Source: an optimization exercise on an open RTL-to-GDS flow (aim: small area). Production flows keep margins and buffers that such runs may drop. Function was checked by simulation only, so behaviour that the tests miss may differ from the original.

==> design.v <==
module DFF(d,clk,rst,q,qn);
	input d;
	input clk;
	input rst;
	output reg q;
	output reg qn;
	always@(posedge clk)
	begin
	  if (rst) begin
	    q<=1'b0;
	    qn<=1'b1;
	  end
	  else begin
	    q<=d;
	    qn<=~d;
	  end
	end
endmodule
module debounce(clk,rst,in,out);
	input clk;
	input rst;
	input in;
	output out;
	wire q1;   
	wire q1n;  
	wire q2;   
	wire q2n;  
	DFF firstFlop(in,clk,rst,q1,q1n);
	DFF secondFlop(q1,clk,rst,q2,q2n);
	assign out = q2;
endmodule
module state_machine(f_clk, rst, s_clk, btnU, btnL, btnR, btnD, sw0, sw1, select);
	input btnU, btnL, btnR, btnD, sw0, sw1;
	input s_clk, f_clk;
	input rst;
	output wire [2:0] select;
	reg [3:0] state;
	assign select = state[2:0];
	always @ (posedge f_clk) begin
		if (rst) begin
			state <= 4'b0000;
		end
		else case(state)
		4'b0000:begin
			if(s_clk == 1 & !(btnU || btnL || btnR || btnD || sw0 || sw1)) begin 
				state <= 4'b0001;
			end
			else if(btnU == 1 & !(s_clk || btnL || btnR || btnD || sw0 || sw1)) begin 
				state <= 4'b0010;
			end
			else if(btnL == 1 & !(btnU || s_clk || btnR || btnD || sw0 || sw1)) begin 
				state <= 4'b0011;
			end
			else if(btnR == 1 & !(btnU || btnL || s_clk || btnD || sw0 || sw1)) begin 
				state <= 4'b0100;
			end
			else if(btnD == 1 & !(btnU || btnL || btnR || s_clk || sw0 || sw1)) begin 
				state <= 4'b0101;
			end
			else if(sw0 == 1  & !(btnU || btnL || btnR || btnD || s_clk || sw1)) begin 
				state <= 4'b0110;
			end
			else if(sw1 == 1 & !(btnU || btnL || btnR || btnD || sw0 || s_clk)) begin 
				state <= 4'b0111;
			end
			else begin
				state <= 4'b0000;
			end
		end
		4'b0001:begin
			state <= 4'b1000;
		end
		4'b0010:begin
			state <= 4'b1000;
		end
		4'b0011:begin
			state <= 4'b1000;
		end
		4'b0100:begin
			state <= 4'b1000;
		end
		4'b0101:begin
			state <= 4'b1000;
		end
		4'b0110:begin
			if(sw0 == 1) begin
				state <= 4'b0110;
			end 
			else begin
				state <= 4'b1000;
			end
		end
		4'b0111:begin
			if(sw1 == 1) begin
				state <= 4'b0111;
			end 
			else begin
				state <= 4'b1000;
			end
		end
		4'b1000:begin
			if(sw0 == 1 & !(btnU||btnL||btnR||btnD||s_clk)) begin
				state <= 4'b0110;
			end 
			else if(sw1 == 1 & !(btnU||btnL||btnR||btnD||s_clk)) begin
				state <= 4'b0111;
			end
			else if(btnU||btnL||btnR||btnD||s_clk) begin
				state <= 4'b1000;
			end
			else begin
				state <= 4'b0000;
			end
		end
		default: begin
			state <= 4'b1000;
		end
		endcase
	end
endmodule
module controller(f_clk, rst, s_clk,btnU,btnL,btnR,btnD,sw0,sw1,mode,times);
	input s_clk;
	input f_clk;
	input rst;
	input btnU;             
	input btnL;             
	input btnR;             
	input btnD;             
	input sw0;              
	input sw1;              
	output reg [1:0] mode;      
	output reg [15:0]times;   
	wire [2:0] select;
	wire btnUstable;         
	wire btnLstable;
	wire btnRstable;
	wire btnDstable;
	wire sw0;
	wire sw1;
	debounce up(f_clk,rst,btnU,btnUstable);
	debounce left(f_clk,rst,btnL,btnLstable);
	debounce right(f_clk,rst,btnR,btnRstable);
	debounce down(f_clk,rst,btnD,btnDstable);
    state_machine sm(f_clk, rst, s_clk, btnUstable, btnLstable, btnRstable, btnDstable, sw0, sw1, select);
    always @ (posedge f_clk) begin
        if (rst) begin
            times <= 0;
        end
        else case(select) 
        0:  begin
                times <= times;
            end
        1:  begin
                if(times == 0) begin
                    times <= 0;
                end
                else begin
                    times <= times - 1;  
                end
            end
        2:  begin
                times <= (times + 50) - ((times + 50)/9999)*((times + 50)%9999);
            end
        3:  begin
                times <= (times + 150) - ((times + 150)/9999)*((times + 150)%9999);
            end
        4:  begin
                times <= (times + 200) - ((times + 200)/9999)*((times + 200)%9999);
            end
        5:  begin
                times <= (times + 500) - ((times + 500)/9999)*((times + 500)%9999);
            end
        6:  begin
                times <= 10;
            end
        7:  begin
                times <= 205;
            end
        endcase
    end
	always @ (*) begin
		if(times == 0) begin
			mode = 2'b10;
		end
		else if((times<=200)&&(times>0)) begin
			mode=2'b11;  
		end
		else if(times>200) begin
			mode=2'b01;  
		end
		else begin  
			mode=2'b00;
		end
	end
endmodule
module binToBCD(timer,digit1,digit2,digit3,digit4);
	input [15:0]timer;
	output reg [3:0]digit1;
	output reg [3:0]digit2;
	output reg [3:0]digit3;
	output reg [3:0]digit4;
	integer i;
	always@(timer)
	begin
        digit4=0;  
        digit3=0;  
        digit2=0;  
        digit1=0;  
        for(i=15; i>=0; i=i-1)	begin
            if(digit4 >=5)
                digit4=digit4+3;
            else
                digit4=digit4;
            if(digit3>=5)
                digit3=digit3+3;
            else
                digit3=digit3;
            if(digit2>=5)
                digit2=digit2+3;
            else
                digit2=digit2;
            if(digit1>=5)
                digit1=digit1+3;
            else
                digit1=digit1;
            digit4={digit4[2:0], digit3[3]};
            digit3={digit3[2:0], digit2[3]};
            digit2={digit2[2:0], digit1[3]};
            digit1={digit1[2:0], timer[i]};
        end
	end
endmodule
module seven_seg_display(s_clk, f_clk, rst, mode, seg1, seg2, seg3, seg4, anode, cathodes);
	input s_clk, f_clk;
	input rst;
	input [1:0] mode;
	input [3:0] seg1, seg2, seg3, seg4;  
	output wire [3:0] anode;  
	output reg [6:0] cathodes;  
	reg [1:0] sequence_count;  
	reg s_clk_prev;  
	wire [3:0] seq_1Hz, seq_05Hz;  
	reg anode_seq_output;  
	reg [3:0] anode_cycle_output;  
	reg [2:0] anode_cycle;
	wire [2:0] anode_cycle_next = anode_cycle + 3'd1;
	function [6:0] seg_ROM;
		input [3:0] digit;
		begin
			case(digit)
			4'd0: seg_ROM = 7'b1000000;
			4'd1: seg_ROM = 7'b1111001;
			4'd2: seg_ROM = 7'b0100100;
			4'd3: seg_ROM = 7'b0110000;
			4'd4: seg_ROM = 7'b0011001;
			4'd5: seg_ROM = 7'b0010010;
			4'd6: seg_ROM = 7'b0000010;
			4'd7: seg_ROM = 7'b1111000;
			4'd8: seg_ROM = 7'b0000000;
			4'd9: seg_ROM = 7'b0011000;
			default: seg_ROM = 7'b0000000;
			endcase
		end
	endfunction
	assign seq_1Hz = 4'b0101;
	assign seq_05Hz = 4'b0011;
	always @ (posedge f_clk) begin
		if (rst) begin
			sequence_count <= 2'b00;
			s_clk_prev <= 1'b0;
		end
		else begin
			s_clk_prev <= s_clk;
			if (s_clk && !s_clk_prev)
				sequence_count <= sequence_count + 1;  
		end
	end
	always @ (*) begin
		case(mode) 
			2'b00: begin 
				anode_seq_output = 1'b1;
			end
			2'b01: begin 
				anode_seq_output = 1'b0;
			end
			2'b10: begin
				anode_seq_output = seq_05Hz[sequence_count];
			end
			default: begin
				anode_seq_output = seq_1Hz[sequence_count];
			end
		endcase
	end
	always @ (posedge f_clk) begin
		if (rst) begin
			anode_cycle <= 3'b000;
			anode_cycle_output <= 4'b0000;
			cathodes <= 7'b1111111;
		end
		else begin
			case(anode_cycle_next)
			0: begin
				cathodes <= seg_ROM(seg1);
				anode_cycle_output <= 4'b1111;
			end
			1: begin
				anode_cycle_output <= 4'b1110;
			end
			2: begin
				cathodes <= seg_ROM(seg2);
				anode_cycle_output <= 4'b1111;
			end
			3: begin
				anode_cycle_output <= 4'b1101;
			end
			4: begin
				cathodes <= seg_ROM(seg3);
				anode_cycle_output <= 4'b1111;
			end
			5: begin
				anode_cycle_output <= 4'b1011;
			end
			6: begin
				cathodes <= seg_ROM(seg4);
				anode_cycle_output <= 4'b1111;
			end
			default: begin
				anode_cycle_output <= 4'b0111;
			end
			endcase
			anode_cycle <= anode_cycle_next;
		end
	end
    assign anode[0] = anode_seq_output || anode_cycle_output[0];
    assign anode[1] = anode_seq_output || anode_cycle_output[1];
    assign anode[2] = anode_seq_output || anode_cycle_output[2];
    assign anode[3] = anode_seq_output || anode_cycle_output[3];
endmodule
module parking_meter(clk, rst, buttonU, buttonR, buttonL, buttonD, switch0, switch1, s_clk, seg_anode, seg_cathodes);
	input clk, rst;
	input buttonU, buttonR, buttonL, buttonD, switch0, switch1, s_clk;
	output wire [3:0] seg_anode;
	output wire [6:0] seg_cathodes;
	wire [1:0] mode;
	wire [15:0] counter;
	wire [3:0] digit1, digit2, digit3, digit4;
	controller main(clk, rst, s_clk, buttonU, buttonL, buttonR, buttonD, switch0, switch1, mode, counter);
	binToBCD convert(counter, digit1, digit2, digit3, digit4);
	seven_seg_display seg(s_clk, clk, rst, mode, digit1, digit2, digit3, digit4, seg_anode, seg_cathodes);
endmodule
==> run.sh <==
#!/bin/bash
# synth_recipe.tcl (not shown) runs the flow's synth.tcl, then flattens the netlist and writes it again
# the make line also repeats each setting of config.mk as NAME=value (left out here)
make -C /OpenROAD-flow-scripts/flow DESIGN_CONFIG=/design/flow/config.mk WORK_HOME=/design/flow/orfs CLKGATE_MAP_FILE= SYNTH_SCRIPT=/design/flow/synth_recipe.tcl finish
==> config.mk <==
export PLATFORM = sky130hd
export DESIGN_NAME = parking_meter
export DESIGN_NICKNAME = parking_meter
export VERILOG_FILES = /design/flow/design.v
export SDC_FILE = /design/flow/constraint.sdc
export NUM_CORES = 4
export LEC_CHECK = 0
export CAP_MARGIN = 20
export CORE_MARGIN = 2
export CORE_UTILIZATION = 40
export SLEW_MARGIN = 20
==> constraint.sdc <==
create_clock -name core_clock -period 20.0 [get_ports {clk}]
set_input_delay 4.0000 -clock core_clock [delete_from_list [all_inputs] [get_ports {clk}]]
set_output_delay 4.0000 -clock core_clock [all_outputs]
set_load 0.01 [all_outputs]
==> out/qor.yml <==
synth_top_area_share_pct: 18.8
yosys_most_used_dff: "dfxtp_1"
grt_pass1_wl_um: 120000
crit_fanout: 11
synth_common_cells: "inv_1 (437), ha_1 (392), nor2_1 (376)"
hold_path.startpoint: "main.left.firstFlop.q"
viasPerCell: 5.59
ant_nets: 0
crit_path_frequent_cell: "ha_1"
post-cts-setup-buffer-count: 0
yosysSeqAreaShare_pct: 3.45
yosysMostFrequentCell: "inv_1"
highest_layer: "met4"
drtPass1Iterations: 7
cts.sinks: 45
setup_ws_ps: 3020
layout.nets: 3997
min_to: "main.left.secondFlop.q"
fin_area_um2: 27400
area_growth_pct: 5.00
synth_area_per_cell_um2: 7.50
relSlewSlack_pct: 26.7
io_buffers: 19
ctsResizeCount: 0
grt_pass1_vias: 22700
rsz0062_at_grt: "false"
fin_crit_sh_pct: 84.9
finalSetupTns_ps: 0
synth_seq_cells: 45
reg2reg_slack_ps: 3020
cts_tree: "done"
reg2reg_depth: 73
rows: 93
max_cap_viol_count: 0
drc: 0
end_kind: "register"
synthCells: 3479
wl_met3_um: 4510
layout-drive-gt1-share_pct: 6.26
drt-met1-wl_um: 34600
setup.worst_path.class: "reg -> reg"
core-area_um2: 64500
cts_root_buf: "clkbuf_16"
start_util_pct: 40.5
synth_edf_count: 0
synth_async_sr_flop_share_pct: 0
fin_crit_ps: 16980
ios: 20
dp_slack_ps: 3270
antenna_found_initial: 0
crit_required_ps: 20190
grt_start_max_net_pins: 45
drt_iter0_markers: 1682
diodes: 0
clkTransAtPathRegs_ps: 70
cp.arrival_ps: 17170
timing.rr.end: "seg.cathodes[6]"
finalHoldViolCount: 0
synthesis.area_um2: 26100
place.gp.congestion: 0.933
drt-total-wl_um: 73800
cp_slowest_cell: "mux2i_1"
dpl.hpwl_um: 60600
yosys-top-cells-area: "ha_1 (19%), fa_1 (11%), xnor2_1 (9.4%), inv_1 (6.3%), nor2_1 (5.4%)"
synth_cell_types: 128
die_x_um: 259
synth.net_count: 4028
dpl-instance-area_um2: 27200
synth_top_cell_by_area: "ha_1"
worstSetupStartpointType: "register"
clock-skew-final_ps: 7.55
floorplan.die_area_um2: 67300
dieHeight_um: 259
vias: 24000
run_status: "no timing/DRC/antenna violations"
finalSetupViolCount: 0
grt_usage_pct: 21.7
min_path_type: "reg -> reg"
clock_tree.buffer_depth: 2
clock_latency_ps: 300
cts_hold_buf: 0
worst_pin_slew_ps: 1090
cts-buffers-inserted: 5
crit-reg2reg-launch: "main.times[14]"
route.met2.wl_um: 32700
fmax_ghz: 0.0589
wl_per_cell_um: 17.1
cpPeakStageDelay_ps: 660
yosys_warnings: 5
worstHoldPathCells: 1
final_max_slew_viol_count: 0
grt_overflow: 0
htree_levels: 2
-- kinds of logic (layout without fill, tap and decap cells) --
group | count (synthesis) | count (layout) | share of synthesized area [%]
simple gates | 1128 | 1128 | 21.2
compound gates | 760 | 760 | 20.7
buf+inv | 547 | 517 | 8.08
fa+ha+maj | 542 | 542 | 30.2
xor+xnor | 378 | 378 | 12.9
mux | 79 | 79 | 3.36
flops | 45 | 45 | 3.45
-- state kept, by name (all words and copies together) (netlist names) --
signal                   cells
main.sm.state                4
seg.cathodes                 7
main.left.firstFlop.q        1
main.right.secondFlop.q      1
seg.anode_cycle_output       4
main.left.secondFlop.q       1
main.times                  16
seg.anode_cycle              3
seg.s_clk_prev               1
seg.sequence_count           2
main.down.firstFlop.q        1
main.up.secondFlop.q         1
main.down.secondFlop.q       1
main.up.firstFlop.q          1
main.right.firstFlop.q       1
-- worst max-delay path: cells and delay by family (launching register included) --
| family | cells | cell delay, ps |
|---|---|---|
| flip-flops | 1 | 610 |
| buffers and inverters | 8 | 920 |
| multiplexers | 1 | 660 |
| AO/OA/AOI/OAI | 24 | 5960 |
| AND/OR/NAND/NOR | 22 | 3830 |
| XOR/XNOR | 6 | 1820 |
| adder cells (fa/ha/maj) | 12 | 3030 |
-- how the worst max path moves through the flow --
stage	startpoint	endpoint	slack [ps]	cells past startpoint
after floorplan	main.times[14]	seg.cathodes[6]	5610	71
after global placement	main.times[14]	seg.cathodes[6]	3740	73
after detailed placement	main.times[14]	seg.cathodes[6]	3270	73
after CTS	main.times[14]	seg.cathodes[6]	3180	73
after global routing	main.times[14]	seg.cathodes[6]	1370	73
final	main.times[14]	seg.cathodes[6]	3020	73
-- metrics by stage --
stage | hold slack, ps | instances | util, %
floorplan | 414 | 3479 | -
global placement | 416 | 4296 | 42.2
detailed placement | 426 | 4296 | 42.2
CTS | 436 | 4304 | 42.5
global route | 456 | 4304 | 42.5
finish | 432 | 4304 | 42.5
-- cell type report --
| type | count | area (um2) |
|---|---|---|
| clock buffer | 6 | 139 |
| clock inverter | 2 | 37.5 |
| fill | 6689 | 37100 |
| inverter | 456 | 1710 |
| multi-input combinational | 2887 | 23100 |
| sequential | 45 | 901 |
| tap | 855 | 1070 |
| timing repair buffer | 53 | 440 |
-- metal layers --
layer  GRT usage, %  up-vias
li1               -    12000
met1           30.1    11300
met2           35.3      672
met3           2.98      128
met4           5.40        0
met5              0        -
-- placed cells by master, fill, tap and decap left out, types with 40 or more instances in the layout --
cell,count
a211oi_1,44
or2_2,40
nand2_1,223
o21ai_0,110
a21o_1,48
mux2i_1,40
nand3_1,75
dfxtp_1,45
xnor2_1,279
ha_1,392
and2_1,42
nor2b_1,51
fa_1,148
nand2b_1,75
xor2_1,94
nor2_1,376
a21oi_1,162
inv_1,437
nor3_1,83

## separate check: timing with driven ports
How much do the figures lean on ideal ports? The routed layout below was timed once more, with nothing changed but the port constraints.
Step 1 (the two cells are an assumption about what drives the block):
set clk [get_ports {clk}]
set_driving_cell -lib_cell sky130_fd_sc_hd__clkbuf_16 $clk
set_driving_cell -lib_cell sky130_fd_sc_hd__buf_2 [delete_from_list [all_inputs] $clk]
Step 2 moves the port delays by t, midway between the first and last clock arrival at a register: inputs arrive t later, outputs are due t later. That takes back most of the time a late clock gives input paths.
Slacks: ideal / step 1 / step 2; pairs: ideal / step 1.
t (ns): 0.337
setup slack, ns: 3.022 / 3.022 / 3.022
worst setup path after step 2: register to register
clock arrival spread, ns: 0.008 / 0.007
After both steps this run still meets setup and hold. The setup slack of this run moves by 0.000 ns with the drivers and by 0.000 ns with both steps.
